From an optimization exercise on the open Yosys and OpenROAD flow, aimed at small area; shortcuts taken in it are not production practice. Only simulation tests tie the RTL to the original design; equivalence was not proved. The clock input has no modelled driver; a real chip could not lean on it and would need a root buffer or a full tree. No activity file was given, so power comes from the tool's default toggle rates.

== before ==
==> module axi4_master, before the edit <==
module axi4_master
(
    input  logic          clk,
    input  logic          arst,
    input  logic          io_interrupt,
    input  logic          i_write_req,
    input  logic          i_read_req,
    input  logic [ 31:0 ] i_addr,
    input  logic [ 63:0 ] i_write_data,
    input  logic [  7:0 ] i_axi_len,
    input  logic [  2:0 ] i_axi_size,
    input  logic [  1:0 ] i_axi_burst,
    input  logic [  7:0 ] i_axi_strb,
    output logic [ 63:0 ] o_read_data,
    output logic          o_axi_done,
    output logic          o_axi_handshake,
    input  logic          i_awready,
    output logic          o_awvalid,
    output logic [  3:0 ] o_awid,
    output logic [ 31:0 ] o_awaddr,
    output logic [  7:0 ] o_awlen,
    output logic [  2:0 ] o_awsize,
    output logic [  1:0 ] o_awburst,
    input  logic          i_wready,
    output logic          o_wvalid,
    output logic [ 63:0 ] o_wdata,
    output logic [  7:0 ] o_wstrb, 
    output logic          o_wlast,
    output logic          o_bready,
    input  logic          i_bvalid,
    input  logic [  3:0 ] i_bid,
    input  logic [  1:0 ] i_bresp,
    input  logic          i_arready,
    output logic          o_arvalid,
    output logic [  3:0 ] o_arid,
    output logic [ 31:0 ] o_araddr,
    output logic [  7:0 ] o_arlen,
    output logic [  2:0 ] o_arsize,
    output logic [  1:0 ] o_arburst,
    output logic          o_rready,
    input  logic          i_rvalid,
    input  logic [  3:0 ] i_rid, 
    input  logic [  1:0 ] i_rresp,
    input  logic [ 63:0 ] i_rdata,
    input  logic          i_rlast
);
    assign o_read_data = i_rdata;
    assign o_arlen     = i_axi_len;
    assign o_arsize    = i_axi_size;
    assign o_arburst   = i_axi_burst;
    assign o_awlen     = i_axi_len;
    assign o_awsize    = i_axi_size;
    assign o_awburst   = i_axi_burst;
    assign o_wdata     = i_write_data;
    logic s_w;
    logic s_a;
    logic s_d;
    logic s_idle;
    logic s_hold;
    logic s_rlast;
    logic [ 7:0 ] s_count;
    logic [ 31:0 ] s_addr;
    assign s_idle    = ~( s_w | s_a | s_d );
    assign s_hold    = ~( s_idle & ( i_write_req | i_read_req ) );
    assign o_awvalid = s_w & s_a;
    assign o_wvalid  = s_w & s_d;
    assign o_bready  = s_w & ~s_a & ~s_d;
    assign o_arvalid = ~s_w & s_a;
    assign o_rready  = ~s_w & s_d;
    always_ff @( posedge clk, posedge arst ) begin
        if ( arst ) begin
            s_w    <= 1'b0;
            s_a    <= 1'b0;
            s_d    <= 1'b0;
            o_awid <= '0;
            o_arid <= '0;
        end
        else begin
            s_w <= ( s_idle & i_write_req ) | ( s_w & ~i_bvalid );
            s_a <= ( s_idle & ( i_write_req | i_read_req ) ) | ( s_a & ~( s_w ? i_awready : i_arready ) );
            s_d <= s_a | ( s_d & ~( ( s_count == 8'b0 ) & i_wready ) & ~s_rlast );
            if ( o_bready & i_bvalid ) o_awid <= o_awid + 4'b1;
            if ( s_rlast ) o_arid <= o_arid + 4'b1;
        end
    end
    always_ff @( posedge clk ) begin
        o_wstrb <= ( i_axi_strb & { 8{ s_idle } } ) | ( o_wstrb & { 8{ s_hold } } );
    end
    always_ff @( posedge clk ) begin
        s_addr[ 31:8 ] <= ( i_addr[ 31:8 ] & { 24{ s_idle } } ) | ( s_addr[ 31:8 ] & { 24{ s_hold } } );
    end
    always_ff @( posedge clk ) begin
        s_addr[ 7:0 ] <= ( i_addr[ 7:0 ] & { 8{ s_idle } } ) | ( i_axi_len & { 8{ o_awvalid & i_awready } } )
                       | ( ( s_addr[ 7:0 ] - { 7'b0, i_wready } ) & { 8{ ~s_idle & ~( o_awvalid & i_awready ) } } );
    end
    assign o_awaddr = s_addr;
    assign o_araddr = s_addr;
    assign s_count  = s_addr[ 7:0 ];
    assign o_wlast = ~s_a & ( s_count == 8'b0 );
    assign o_axi_done = ( i_bvalid & ( i_bresp == 2'b0 ) & o_bready ) | s_rlast;
    assign o_axi_handshake = ( i_wready & o_wvalid ) | ( o_rready & i_rvalid );
    always_ff @( posedge clk ) begin
        s_rlast <= i_rlast;
    end
endmodule
Settings: LEC_CHECK=0, CAP_MARGIN=20, CORE_AREA=5 5 175 175, CTS_BUF_LIST=sky130_fd_sc_hd__clkbuf_8, DIE_AREA=0 0 180 180, SLEW_MARGIN=20; clock period 5.0 ns.
standard.sh (not shown) runs the stock make flow with config.mk's settings and CLKGATE_MAP_FILE= SYNTH_SCRIPT=/design/flow/synth_recipe.tcl, a recipe that flattens the netlist after the stock synthesis.
==> flow/flow/run.sh <==
#!/bin/bash
# Standard layout (the standard.sh) with these changes:
#  - after the standard synthesis, its combinational logic is re-mapped for area with ABC; the
#    registers stay exactly as the standard synthesis made them (reopt.sh);
#  - port buffers made from the smallest buffer cell (buf_1);
#  - after global placement the design's own cells are pulled toward the core's centre;
#  - after placement resizing, logic cells are swapped for their smallest-area variant, then
#    downsized further as long as slew, capacitance and setup keep a margin (downsize2.tcl);
#  - the clock reaches the registers through a few clock buffers, one per group of registers,
#    driven from the clock port (clkbuf.tcl), instead of TritonCTS's tree.
set -euo pipefail
export FLOW_FLOW_DIR=$PWD/flow
export BUFFER_PORTS_ARGS="-buffer_cell sky130_fd_sc_hd__buf_1"
export POST_GLOBAL_PLACE_TCL=$FLOW_FLOW_DIR/squeeze.tcl
export FLOW_SQUEEZE=0.3
export POST_RESIZE_TCL=$FLOW_FLOW_DIR/downsize.tcl
export PRE_CTS_TCL=$FLOW_FLOW_DIR/cts_hook.tcl
export POST_CTS_TCL=$FLOW_FLOW_DIR/post_cts.tcl
export FLOW_CLK_CELL=sky130_fd_sc_hd__clkbuf_8
export FLOW_CLK_K=3
bash standard.sh synth > standard_synth.log 2>&1
res=$PWD/orfs/results/sky130hd/axi4_master/base
cp $res/1_2_yosys.v $PWD/standard_synth_netlist.v
bash $FLOW_FLOW_DIR/reopt.sh $PWD/standard_synth_netlist.v $PWD/reopt_netlist.v $PWD
cp $PWD/reopt_netlist.v $res/1_2_yosys.v
rm -f $res/1_synth.odb $res/1_synth.sdc
bash standard.sh > standard.log 2>&1
Other scripts of this flow, unchanged in this note and not shown: flow/flow/clkbuf.tcl, flow/flow/cts_hook.tcl, flow/flow/downsize.tcl, flow/flow/downsize2.tcl, flow/flow/post_cts.tcl, flow/flow/reopt.sh, flow/flow/squeeze.tcl
> inputs changed (before -> after)
--- a/flow/design.v
+++ b/flow/design.v
@@ -77,11 +77,11 @@
         end
         else begin
             s_w <= ( s_idle & i_write_req ) | ( s_w & ~i_bvalid );
             s_a <= ( s_idle & ( i_write_req | i_read_req ) ) | ( s_a & ~( s_w ? i_awready : i_arready ) );
             s_d <= s_a | ( s_d & ~( ( s_count == 8'b0 ) & i_wready ) & ~s_rlast );
-            if ( o_bready & i_bvalid ) o_awid <= o_awid + 4'b1;
+            if ( i_bvalid ) o_awid <= o_awid + 4'b1;
             if ( s_rlast ) o_arid <= o_arid + 4'b1;
         end
     end
     always_ff @( posedge clk ) begin
         o_wstrb <= ( i_axi_strb & { 8{ s_idle } } ) | ( o_wstrb & { 8{ s_hold } } );
@@ -95,11 +95,11 @@
     end
     assign o_awaddr = s_addr;
     assign o_araddr = s_addr;
     assign s_count  = s_addr[ 7:0 ];
     assign o_wlast = ~s_a & ( s_count == 8'b0 );
-    assign o_axi_done = ( i_bvalid & ( i_bresp == 2'b0 ) & o_bready ) | s_rlast;
-    assign o_axi_handshake = ( i_wready & o_wvalid ) | ( o_rready & i_rvalid );
+    assign o_axi_done = ( i_bvalid & ( i_bresp == 2'b0 ) ) | s_rlast;
+    assign o_axi_handshake = i_wready | i_rvalid;
     always_ff @( posedge clk ) begin
         s_rlast <= i_rlast;
     end
 endmodule
==> comparison <==
Combinational power: lower on after. A highest-delay cell along the critical path of sky130_fd_sc_hd__a221o_1 is what before shows, while sky130_fd_sc_hd__or4_1 belongs to after. before → after: critical path depth decreased 9, design area decreased 0.42%, total placed cells including tap cells decreased about 0.56%. [compare] base=before new=after: data required time at the worst endpoint went down by 1.07 ns; count of buffer and inverter cells on the critical path went down by 4; max-cap violation count was more or less identical.
No run of this note takes its clock network from TritonCTS; it comes from the design's own scripts or RTL.

[separate check: timing with driven ports]
In the flow no input, the clock included, has a driving cell. The finished layouts below were timed again as built, in two steps. Step 1 (the two cells are an assumption about what drives the block):
set clk [get_ports {clk}]
set_driving_cell -lib_cell sky130_fd_sc_hd__clkbuf_16 $clk
set_driving_cell -lib_cell sky130_fd_sc_hd__buf_2 [delete_from_list [all_inputs] $clk]
Step 2 adds t to the input delays and takes it off the output delays; t is the mean of the earliest and latest rising clock arrival at the registers after step 1. Input paths then give back, and output paths get back, about the clock's delay inside the block. Three values: ideal, step 1, step 2; two values: the first two.
run | t, ns | setup WS [ns] | hold WS [ns]
before | 0.213 | 1.942 / 1.975 / 1.761 | 0.519 / 0.519 / 0.519
after | 0.214 | 2.027 / 1.971 / 2.093 | 0.520 / 0.520 / 0.520
After both steps every run listed still meets setup and hold. The setup slack of before, which loses most, moves by +0.033 ns with the drivers and by -0.181 ns with both steps.
